From an optimization exercise on the open Yosys and OpenROAD flow, aimed at small area and a short achievable clock period; shortcuts taken in it are not production practice. In this exercise RTL edits were held to simulation tests only and were not proved equivalent to the original. No activity file was given, so power comes from the tool's default toggle rates.

Setup of oak:
Design FP16_mcl, start of the top module:
module FP16_mcl(
    input [15:0] data1,
    input [15:0] data2,
    input rst,
    input input_valid,
    input clk,
    output reg [15:0] datanew,
    output reg output_update
    );
make LEC_CHECK=0 ABC_CLOCK_PERIOD_IN_PS=2700 CAP_MARGIN=20 CORE_MARGIN=2 CORE_UTILIZATION=60 CTS_BUF_LIST='sky130_fd_sc_hd__clkbuf_4 sky130_fd_sc_hd__clkbuf_8' SETUP_SLACK_MARGIN=2.6 SLEW_MARGIN=20 finish   # period 5.5 ns
run.sh (not shown) runs the stock make flow with config.mk's settings and CLKGATE_MAP_FILE= SYNTH_SCRIPT=/design/flow/synth_recipe.tcl, a recipe that flattens the netlist after the stock synthesis.
The following lists how pine was set up differently from oak:
==> flow/flow/run.sh (new file) <==
#!/bin/bash
# The standard layout, with the port buffers made from the smallest buffer cell.
bash standard.sh 'BUFFER_PORTS_ARGS=-buffer_cell sky130_fd_sc_hd__buf_1' finish > standard.log 2>&1
==> flow/standard.sh (new file) <==
#!/bin/bash
# synth_recipe.tcl (not shown) runs the flow's synth.tcl, then flattens the netlist and writes it again
# the make line also repeats each setting of config.mk as NAME=value (left out here)
make -C /OpenROAD-flow-scripts/flow DESIGN_CONFIG=/design/flow/config.mk WORK_HOME=/design/flow/orfs CLKGATE_MAP_FILE= SYNTH_SCRIPT=/design/flow/synth_recipe.tcl "${@:-finish}"
removed: flow/run.sh
## What came out
- The area share of buffers outside the clock network number comes out lower for pine vs oak.
- When pine is set beside oak, its critical path depth turns out to be 2 larger.
- Per the comparison of pine with oak, highest fanout seen on the critical path went down, number of cells on the worst reg-to-reg path has increased, setup slack stayed essentially flat.

---

Another version of the RTL of FP16_mcl (not shown whole).
Size: ~900 cells after synthesis, about 180 flip-flops, roughly 52 I/O pins.
==> flow/config.mk <==
export PLATFORM = sky130hd
export DESIGN_NAME = FP16_mcl
export DESIGN_NICKNAME = FP16_mcl
export VERILOG_FILES = /design/flow/design.v
export SDC_FILE = /design/flow/constraint.sdc
export NUM_CORES = 4
export LEC_CHECK = 0
export ABC_AREA = 1
export CAP_MARGIN = 20
export CORE_MARGIN = 2
export CORE_UTILIZATION = 60
export CTS_BUF_LIST = sky130_fd_sc_hd__clkbuf_8 sky130_fd_sc_hd__clkbuf_16
export CTS_CLUSTER_DIAMETER = 60
export CTS_CLUSTER_SIZE = 24
export SETUP_SLACK_MARGIN = 3.4
export SLEW_MARGIN = 20
==> flow/constraint.sdc <==
create_clock -name core_clock -period 5.5 [get_ports {clk}]
set_input_delay 1.1000 -clock core_clock [delete_from_list [all_inputs] [get_ports {clk}]]
set_output_delay 1.1000 -clock core_clock [all_outputs]
set_load 0.01 [all_outputs]
standard.sh (not shown) runs the stock make flow with config.mk's settings and CLKGATE_MAP_FILE= SYNTH_SCRIPT=/design/flow/synth_recipe.tcl, a recipe that flattens the netlist after the stock synthesis.
==> flow/flow/run.sh <==
#!/bin/bash
# The standard layout, with the port buffers made from the smallest buffer cell.
bash standard.sh 'BUFFER_PORTS_ARGS=-buffer_cell sky130_fd_sc_hd__buf_1' finish > standard.log 2>&1
The starting point produced a clean layout.
Edit:
CTS_BUF_LIST = sky130_fd_sc_hd__clkbuf_4 sky130_fd_sc_hd__clkbuf_8   (was sky130_fd_sc_hd__clkbuf_8 sky130_fd_sc_hd__clkbuf_16)
CTS_CLUSTER_DIAMETER = unset   (was 60)
CTS_CLUSTER_SIZE = unset   (was 24)
Design area fell by 1.8%.
Worst setup slack improves by 0.012 ns.
Critical path depth stays the same.
Final cell count barely changes.
Sequential share of layout area rose by 0.74 points.
Maximum frequency rose by 0.60%.
Die area does not change.
Clock-buffer cell count does not change.
Core utilization fell by 1.2 points.
Power fell by 5.6%.
Edit:
SETUP_SLACK_MARGIN = 3.45   (was 3.4)
Effect:
- design area grows by 1.2%
- sequential cell count stays the same
- global-route usage is unchanged
- sequential power is about the same
- area after synthesis stays the same
- worst hold slack hardly moves
- setup slack is better by 0.0042 ns
- wire length barely changes
- utilization came out higher by 0.83 points
- fmax is about the same
- die area stays the same
Edit:
CTS_BUF_LIST = sky130_fd_sc_hd__clkbuf_8   (was sky130_fd_sc_hd__clkbuf_4 sky130_fd_sc_hd__clkbuf_8)
CTS_CLUSTER_SIZE = 24   (was unset)
SETUP_SLACK_MARGIN = 3.4   (was 3.45)
After rerunning: The new run completed with no timing, DRC or antenna violations; non-clock buffer count drops by 2; die area is unchanged; utilization drops by 0.83 points; count of clock-buffer cells in the layout is unchanged; final area drops by 1.2%; via count drops by 0.44%; final cell count is about the same; clock skew is about the same; critical path depth is unchanged; synthesized cell count does not change; first-iteration DRC count drops by 7.8%.

[static timing again, ports no longer ideal]
How much do the figures lean on ideal ports? The routed layouts below were timed once more, with nothing changed but the port constraints.
Step 1, drivers: a clkbuf_16 drives clk and a buf_2 each remaining input, both assumed.
Step 2 adds t to the input delays and takes it off the output delays; t is the mean of the earliest and latest rising clock arrival at the registers after step 1. Input paths then give back, and output paths get back, about the clock's delay inside the block.
Slacks: no drivers / after step 1 / after step 2; pairs: no drivers / after step 1.
run	t (ns)	setup slack, ns	worst setup path after step 2	pins driven straight from the clock port
oak	0.410	2.576 / 2.576 / 2.374	input to register	1
pine	0.421	2.577 / 2.577 / 2.577	register to register	1
the first run of note 2	0.464	3.446 / 3.405 / 3.069	input to register	1
the second run of note 2	0.489	3.458 / 3.421 / 3.084	input to register	1
the third run of note 2	0.486	3.463 / 3.425 / 3.078	input to register	1
the fourth run of note 2	0.489	3.458 / 3.421 / 3.084	input to register	1
After both steps every run listed still meets setup and hold. For the third run of note 2, which loses most, drivers alone change the setup slack by -0.038 ns; drivers and shift together by -0.385 ns.
